From an optimization exercise on the open Yosys and OpenROAD flow, aimed at small area; shortcuts taken in it are not production practice.
Function was checked by simulation only, so behaviour that the tests miss may differ from the original.
Power and IR drop assume default switching activity.

## trial 47
==> flow/design.v <==
module mainClock(
    output Vsync,
    output Hsync,
    output [2:0] Rcolor,
    output [2:0] Gcolor,
    output [1:0] Bcolor,
    output reg [3:0] lScore,
    output reg [3:0] rScore,
    output [1:0] winner,
    output reg speakerOut,
    input FPGAclk,
    input reset,
    input startGame,
    input setColor,
    input setSpeed,
    input [2:0] Rinput,
    input [2:0] Ginput,
    input [1:0] Binput,
    input encoderLA,
    input encoderLB,
    input encoderRA,
    input encoderRB
    );
    function [15:0] add;
        input [15:0] a;
        input [15:0] b;
        input ci;
        integer i;
        reg c;
        begin
            c = ci;
            for (i = 0; i < 16; i = i + 1) begin
                add[i] = a[i] ^ b[i] ^ c;
                c = (a[i] & b[i]) | (c & (a[i] ^ b[i]));
            end
        end
    endfunction
    function ltu;
        input [15:0] a;
        input [15:0] b;
        integer i;
        reg c;
        begin
            c = 0;
            for (i = 0; i < 16; i = i + 1)
                c = (~a[i] & b[i]) | (~a[i] & c) | (b[i] & c);
            ltu = c;
        end
    endfunction
    reg ph;              
    reg [9:0] X;         
    reg [9:0] Y;         
    reg inv;             
    reg [2:0] Rmem;
    reg [2:0] Gmem;
    reg [1:0] Bmem;
    reg [7:0] gameSpeed;
    reg [7:0] gameCount;
    reg [13:0] pauseCount;
    reg [4:0] toneFrq;
    reg playTone;
    reg [8:0] lp;        
    reg [8:0] rp;        
    reg [8:0] bh;        
    reg [7:0] bv;        
    reg mr, md;
    reg prevRA, prevLA;
    reg [1:0] gameState;
    reg wl;              
    wire disp = ~(X[9] & (X[8] | X[7]));            
    wire dp = ~ph & disp;                           
    wire cv = (X != 0) & ltu(X, 641);   
    assign Hsync = ~(~ltu(X, 657) & ltu(X, 752));
    wire yhigh = Y[9] & ((~Y[8] & Y[5] & (Y[3] | (Y[2] & Y[1] & Y[0]))) | (Y[8] & Y[1]));
    assign Vsync = ~yhigh;
    wire x656 = (X == 656);
    wire x799 = X[9] & X[8] & (&X[4:0]);
    wire y479 = ~Y[9] & Y[8] & Y[7] & Y[6] & (&Y[4:0]);
    wire y552 = Y[9] & ~Y[8] & Y[5] & Y[3];
    assign Rcolor = cv ? (Rmem ^ {3{inv}}) : 3'd0;
    assign Gcolor = cv ? (Gmem ^ {3{inv}}) : 3'd0;
    assign Bcolor = cv ? (Bmem ^ {2{inv}}) : 2'd0;
    wire g3 = gameState[1] & gameState[0];
    assign winner = {g3 & ~wl, g3 & wl};
    wire [8:0] V = Y[8:0];
    wire [4:0] step = 5'd17 - {1'b0, gameSpeed[7:4]};
    wire run = gameState[1] | gameState[0];
    wire mvR = run & encoderRA & ~prevRA;
    wire mvL = run & encoderLA & ~prevLA;
    wire [15:0] rsum = add({7'b0, rp}, {6'b0, {5{encoderRB}}, step ^ {5{encoderRB}}}, encoderRB);
    wire [15:0] lsum = add({7'b0, lp}, {6'b0, {5{encoderLB}}, step ^ {5{encoderLB}}}, encoderLB);
    wire rok = encoderRB ? ~rsum[9] : ltu(rsum[8:0], 355);
    wire lok = encoderLB ? ~lsum[9] : ltu(lsum[8:0], 355);
    wire [8:0] rp_n = (mvR & rok) ? rsum[8:0] : rp;
    wire [8:0] lp_n = (mvL & lok) ? lsum[8:0] : lp;
    wire [8:0] pd = X[9] ? rp_n : lp_n;
    wire [15:0] dP = add({7'b0, V}, {6'b0, 1'b1, ~pd}, 1'b1);
    wire vP = ~dP[9] & ~ltu(dP[8:0], 16) & ltu(dP[8:0], 115);
    wire hP = (~ltu(X, 601) & ltu(X, 620)) | (~ltu(X, 21) & ltu(X, 40));
    wire [15:0] dBH = add({7'b0, X[9:1]}, {6'b0, 1'b1, ~bh}, 1'b1);
    wire hB = ~dBH[9] & ltu(dBH[8:0], 10) & ((dBH[3:0] != 0) | X[0]);
    wire [15:0] dBV = add({8'b0, V[8:1]}, {7'b0, 1'b1, ~bv}, 1'b1);
    wire vB = ~dBV[8] & ~ltu(dBV[7:0], 8) & (ltu(dBV[7:0], 17) | ((dBV[7:0] == 17) & ~V[0]));
    wire hit = (hP & vP) | (hB & vB);
    wire [7:0] gs_n = setSpeed ? {Rinput, Ginput, Binput} : gameSpeed;
    wire stepNow = ~ltu(gameCount, gs_n);
    wire s1 = gameState == 1;
    wire s2 = gameState == 2;
    wire gstep = dp & s1 & stepNow;
    wire rw = mr & bh[8] & bh[5] & bh[4] & bh[2] & bh[1];    
    wire lw = ~mr & (bh == 0);
    wire wall = rw | lw;
    wire lwin = rw & lScore[3] & lScore[0];                  
    wire rwin = lw & rScore[3] & rScore[0];
    wire win = lwin | rwin;
    wire [8:0] pc_ = mr ? rp_n : lp_n;
    wire [15:0] dC = add({7'b0, bv, 1'b0}, {6'b0, 1'b1, ~pc_}, 1'b1);
    wire pHit = dC[9] ? ~ltu(dC[8:0], 9'h1ed) : ltu(dC[8:0], 100);
    wire inCol = mr ? (~ltu(bh, 291) & ltu(bh, 300)) : (ltu(bh, 20) & ~ltu(bh, 11));
    wire phit = ~wall & inCol & pHit;
    wire lt6200 = ltu(pauseCount, 6200);
    wire tinc = playTone & lt6200;
    wire tz = playTone & ~lt6200;
    wire s3ns = dp & g3 & ~startGame;
    wire s23 = (dp & s2) | s3ns;
    wire [15:0] pcsum = add({2'b0, pauseCount}, {14'b0, tinc & s23, 1'b0}, tinc ^ s23);
    wire gt1250 = ~tz & (tinc ? ~ltu(pauseCount, 1250) : ~ltu(pauseCount, 1251));
    wire ge625 = ~tz & (tinc ? ~ltu(pauseCount, 624) : ~ltu(pauseCount, 625));
    wire pclr = (gstep & win) | (s3ns & gt1250) | tz;
    always @(posedge FPGAclk) begin
        prevRA <= encoderRA;
        prevLA <= encoderLA;
        if (dp) inv <= hit;
        if (gstep & wall) wl <= rw;
    end
    always @(posedge FPGAclk or posedge reset) begin
        if (reset) begin
            ph <= 0; X <= 656; Y <= 1021;
            Rmem <= 0; Gmem <= 0; Bmem <= 0;
            gameSpeed <= 128; gameCount <= 0; pauseCount <= 0; toneFrq <= 0; playTone <= 1;
            speakerOut <= 0;
            lp <= 190; rp <= 190; bh <= 155; bv <= 115; mr <= 0; md <= 0;
            gameState <= 0; lScore <= 0; rScore <= 0;
        end else begin
            ph <= ~ph;
            rp <= rp_n;
            lp <= lp_n;
            if (tinc) begin
                toneFrq <= add(toneFrq, 0, 1);
                if (&toneFrq) speakerOut <= ~speakerOut;
            end
            playTone <= (playTone & lt6200) | (gstep & phit);
            pauseCount <= pclr ? {13'b0, tz & s23} : pcsum[13:0];
            if (~ph) begin
                X <= x799 ? 10'd0 : add(X, 0, 1);
                if (x656) Y <= y479 ? 10'd512 : y552 ? 10'd0 : add(Y, 0, 1);
            end
            if (dp) begin
                if (setColor) begin
                    Rmem <= Rinput; Gmem <= Ginput; Bmem <= Binput;
                end
                gameSpeed <= gs_n;
                case (gameState)
                    0: if (startGame) gameState <= 1;
                    1: begin
                        gameCount <= stepNow ? 8'd0 : add(gameCount, 0, 1);
                        if (stepNow) begin
                            if (wall) begin
                                mr <= lw;
                                bh <= 155;
                                bv <= md ? 116 : 114;
                                gameState <= win ? 2'd3 : 2'd2;
                                if (rw & ~win) lScore <= add(lScore, 0, 1);
                                if (lw & ~win) rScore <= add(rScore, 0, 1);
                            end else begin
                                if (phit) mr <= ~mr;
                                else bh <= add(bh, mr ? 0 : 16'hffff, mr);
                                if (md) begin
                                    bv <= add(bv, (bv == 218) ? 16'hffff : 0, bv != 218);
                                    if (bv == 218) md <= 0;
                                end else begin
                                    if (bv == 0) md <= 1;
                                    else bv <= add(bv, 16'hffff, 0);
                                end
                            end
                        end
                    end
                    2: if (~playTone & (&pauseCount)) gameState <= 1;
                    3: begin
                        if (startGame) begin
                            lScore <= 0; rScore <= 0; gameState <= 1;
                        end else if (wl) begin
                            lScore[2:1] <= {2{ge625}};
                        end else begin
                            rScore[2:1] <= {2{ge625}};
                        end
                    end
                endcase
            end
        end
    end
endmodule
export LEC_CHECK = 0
export CAP_MARGIN = 20
export CORE_MARGIN = 2
export CORE_UTILIZATION = 55
export SLEW_MARGIN = 20
create_clock -name core_clock -period 20.0 [get_ports {FPGAclk}]
standard.sh (not shown) runs the stock make flow with config.mk's settings and CLKGATE_MAP_FILE= SYNTH_SCRIPT=/design/flow/synth_recipe.tcl, a recipe that flattens the netlist after the stock synthesis.
==> flow/flow/run.sh <==
#!/bin/bash
# Own layout flow: the standard ORFS flow (standard.sh) with
#  - an area-oriented ABC script (flow/abc_area.script) for the
#    combinational mapping, and no separate full/half-adder extraction,
#    so ABC maps the adders too;
#  - a clock tree built from clkbuf_4 without dummy loads.
# Registers come from the standard synthesis unchanged (dfflibmap runs before
# ABC, which does not touch flip-flops).  Each tool's full output is in the
# ORFS logs under orfs/logs; make's own output is in flow_make.log here.
set -euo pipefail
rm -rf scripts_area
cp -r "$FLOW_HOME/scripts" scripts_area
cp flow/abc_area.script scripts_area/abc_area.script
bash standard.sh "SCRIPTS_DIR=$PWD/scripts_area" ABC_AREA=1 ADDER_MAP_FILE= \
    "CTS_ARGS=-sink_clustering_enable -repair_clock_nets -dont_use_dummy_load -buf_list sky130_fd_sc_hd__clkbuf_4" \
    finish > flow_make.log 2>&1
==> flow/flow/abc_area.script <==
strash
&get -n
&deepsyn -T 120
&put
dch -f
amap
topo
Relative to trial 47, the following input files were edited for trial 88:
--- a/flow/design.v
+++ b/flow/design.v
@@ -48,25 +48,32 @@
         end
     endfunction
     reg ph;              
-    reg [9:0] X;         
-    reg [9:0] Y;         
+    reg [9:0] X_x;
+    reg [9:0] Y_x;
     reg inv;             
     reg [2:0] Rmem;
     reg [2:0] Gmem;
     reg [1:0] Bmem;
-    reg [7:0] gameSpeed;
+    reg [7:0] gameSpeed_x;
     reg [7:0] gameCount;
     reg [13:0] pauseCount;
     reg [4:0] toneFrq;
-    reg playTone;
-    reg [8:0] lp;        
-    reg [8:0] rp;        
-    reg [8:0] bh;        
-    reg [7:0] bv;        
+    reg playTone_x;
+    reg [8:0] lp_x;
+    reg [8:0] rp_x;
+    reg [8:0] bh_x;
+    reg [7:0] bv_x;
     reg mr, md;
     reg prevRA, prevLA;
+    wire [9:0] X = X_x ^ 10'd656;
+    wire [9:0] Y = Y_x ^ 10'd1021;
+    wire [7:0] gameSpeed = gameSpeed_x ^ 8'd128;
+    wire [8:0] lp = lp_x ^ 9'd190;
+    wire [8:0] rp = rp_x ^ 9'd190;
+    wire [8:0] bh = bh_x ^ 9'd155;
+    wire [7:0] bv = bv_x ^ 8'd115;
+    wire playTone = playTone_x ^ 1'd1;
     reg [1:0] gameState;
-    reg wl;              
     wire disp = ~(X[9] & (X[8] | X[7]));            
     wire dp = ~ph & disp;                           
     wire cv = (X != 0) & ltu(X, 641);   
@@ -81,7 +88,7 @@
     assign Gcolor = cv ? (Gmem ^ {3{inv}}) : 3'd0;
     assign Bcolor = cv ? (Bmem ^ {2{inv}}) : 2'd0;
     wire g3 = gameState[1] & gameState[0];
-    assign winner = {g3 & ~wl, g3 & wl};
+    assign winner = {g3 & mr, g3 & ~mr};
     wire [8:0] V = Y[8:0];
     wire [4:0] step = 5'd17 - {1'b0, gameSpeed[7:4]};
     wire run = gameState[1] | gameState[0];
@@ -131,35 +138,34 @@
         prevRA <= encoderRA;
         prevLA <= encoderLA;
         if (dp) inv <= hit;
-        if (gstep & wall) wl <= rw;
     end
     always @(posedge FPGAclk or posedge reset) begin
         if (reset) begin
-            ph <= 0; X <= 656; Y <= 1021;
+            ph <= 0; X_x <= 0; Y_x <= 0;
             Rmem <= 0; Gmem <= 0; Bmem <= 0;
-            gameSpeed <= 128; gameCount <= 0; pauseCount <= 0; toneFrq <= 0; playTone <= 1;
+            gameSpeed_x <= 0; gameCount <= 0; pauseCount <= 0; toneFrq <= 0; playTone_x <= 0;
             speakerOut <= 0;
-            lp <= 190; rp <= 190; bh <= 155; bv <= 115; mr <= 0; md <= 0;
+            lp_x <= 0; rp_x <= 0; bh_x <= 0; bv_x <= 0; mr <= 0; md <= 0;
             gameState <= 0; lScore <= 0; rScore <= 0;
         end else begin
             ph <= ~ph;
-            rp <= rp_n;
-            lp <= lp_n;
+            rp_x <= (rp_n) ^ 9'd190;
+            lp_x <= (lp_n) ^ 9'd190;
             if (tinc) begin
                 toneFrq <= add(toneFrq, 0, 1);
                 if (&toneFrq) speakerOut <= ~speakerOut;
             end
-            playTone <= (playTone & lt6200) | (gstep & phit);
+            playTone_x <= ((playTone & lt6200) | (gstep & phit)) ^ 1'd1;
             pauseCount <= pclr ? {13'b0, tz & s23} : pcsum[13:0];
             if (~ph) begin
-                X <= x799 ? 10'd0 : add(X, 0, 1);
-                if (x656) Y <= y479 ? 10'd512 : y552 ? 10'd0 : add(Y, 0, 1);
+                X_x <= (x799 ? 10'd0 : add(X, 0, 1)) ^ 10'd656;
+                if (x656) Y_x <= (y479 ? 10'd512 : y552 ? 10'd0 : add(Y, 0, 1)) ^ 10'd1021;
             end
             if (dp) begin
                 if (setColor) begin
                     Rmem <= Rinput; Gmem <= Ginput; Bmem <= Binput;
                 end
-                gameSpeed <= gs_n;
+                gameSpeed_x <= (gs_n) ^ 8'd128;
                 case (gameState)
                     0: if (startGame) gameState <= 1;
                     1: begin
@@ -167,20 +173,20 @@
                         if (stepNow) begin
                             if (wall) begin
                                 mr <= lw;
-                                bh <= 155;
-                                bv <= md ? 116 : 114;
+                                bh_x <= (155) ^ 9'd155;
+                                bv_x <= (md ? 116 : 114) ^ 8'd115;
                                 gameState <= win ? 2'd3 : 2'd2;
                                 if (rw & ~win) lScore <= add(lScore, 0, 1);
                                 if (lw & ~win) rScore <= add(rScore, 0, 1);
                             end else begin
                                 if (phit) mr <= ~mr;
-                                else bh <= add(bh, mr ? 0 : 16'hffff, mr);
+                                else bh_x <= (add(bh, mr ? 0 : 16'hffff, mr)) ^ 9'd155;
                                 if (md) begin
-                                    bv <= add(bv, (bv == 218) ? 16'hffff : 0, bv != 218);
+                                    bv_x <= (add(bv, (bv == 218) ? 16'hffff : 0, bv != 218)) ^ 8'd115;
                                     if (bv == 218) md <= 0;
                                 end else begin
                                     if (bv == 0) md <= 1;
-                                    else bv <= add(bv, 16'hffff, 0);
+                                    else bv_x <= (add(bv, 16'hffff, 0)) ^ 8'd115;
                                 end
                             end
                         end
@@ -189,7 +195,7 @@
                     3: begin
                         if (startGame) begin
                             lScore <= 0; rScore <= 0; gameState <= 1;
-                        end else if (wl) begin
+                        end else if (~mr) begin
                             lScore[2:1] <= {2{ge625}};
                         end else begin
                             rScore[2:1] <= {2{ge625}};
[summary]
Trial 88 | stages: all done | timing, DRC, antenna: all pass
Trial 88 ends up with lower flip-flop and latch count than trial 47 does.
Diff trial 47 -> trial 88 | total die area | increase of 51 um^2
Post-synthesis instance area (lower): trial 47
Global-route track usage on met2: trial 88 lower than trial 47
Worst hold slack on trial 88 is ahead of trial 47.
Trial 88 ends up with higher global-route usage than trial 47 does.
What trial 88 reported for power density relative to cell area has to be multiplied by 1.3 to get the figure for trial 47.
Trial 88 ends up with higher proportion of power drawn by the clock network than trial 47 does.
Of trial 88 and trial 47, the higher half-perimeter wire length after placement belongs to trial 88.
On total sequential power, the higher figure sits with trial 47, not trial 88.
Diff trial 47 -> trial 88: cell area increased 43 um^2; fmax increased 5.8%.

afterwards: timing with drivers on the ports:
The flow's constraints put no driver on any port. The routed layouts listed below were extracted and timed again, unchanged, in two steps. Step 1 (the two cells are an assumption about what drives the block):
set clk [get_ports {FPGAclk}]
set_driving_cell -lib_cell sky130_fd_sc_hd__clkbuf_16 $clk
set_driving_cell -lib_cell sky130_fd_sc_hd__buf_2 [delete_from_list [all_inputs] $clk]
Step 2 times the ports against the registers' clock, not the clock port: input delays grow and output delays shrink by t, the midpoint of the rising clock arrivals with the driver on. Slacks: ideal / step 1 / step 2; pairs: ideal / step 1.
| run | t (ns) | slack for setup (ns) | slew at the worst register clock pin (ns) | cell pins on the clock port's net |
|---|---|---|---|---|
| trial 47 | 0.546 | 7.314 / 7.323 / 6.776 | 0.11 / 0.11 | 1 |
| trial 88 | 0.563 | 8.013 / 8.021 / 7.458 | 0.12 / 0.12 | 1 |
After both steps every run listed still meets setup and hold. For trial 88, which loses most, drivers alone change the setup slack by +0.008 ns; drivers and shift together by -0.555 ns.
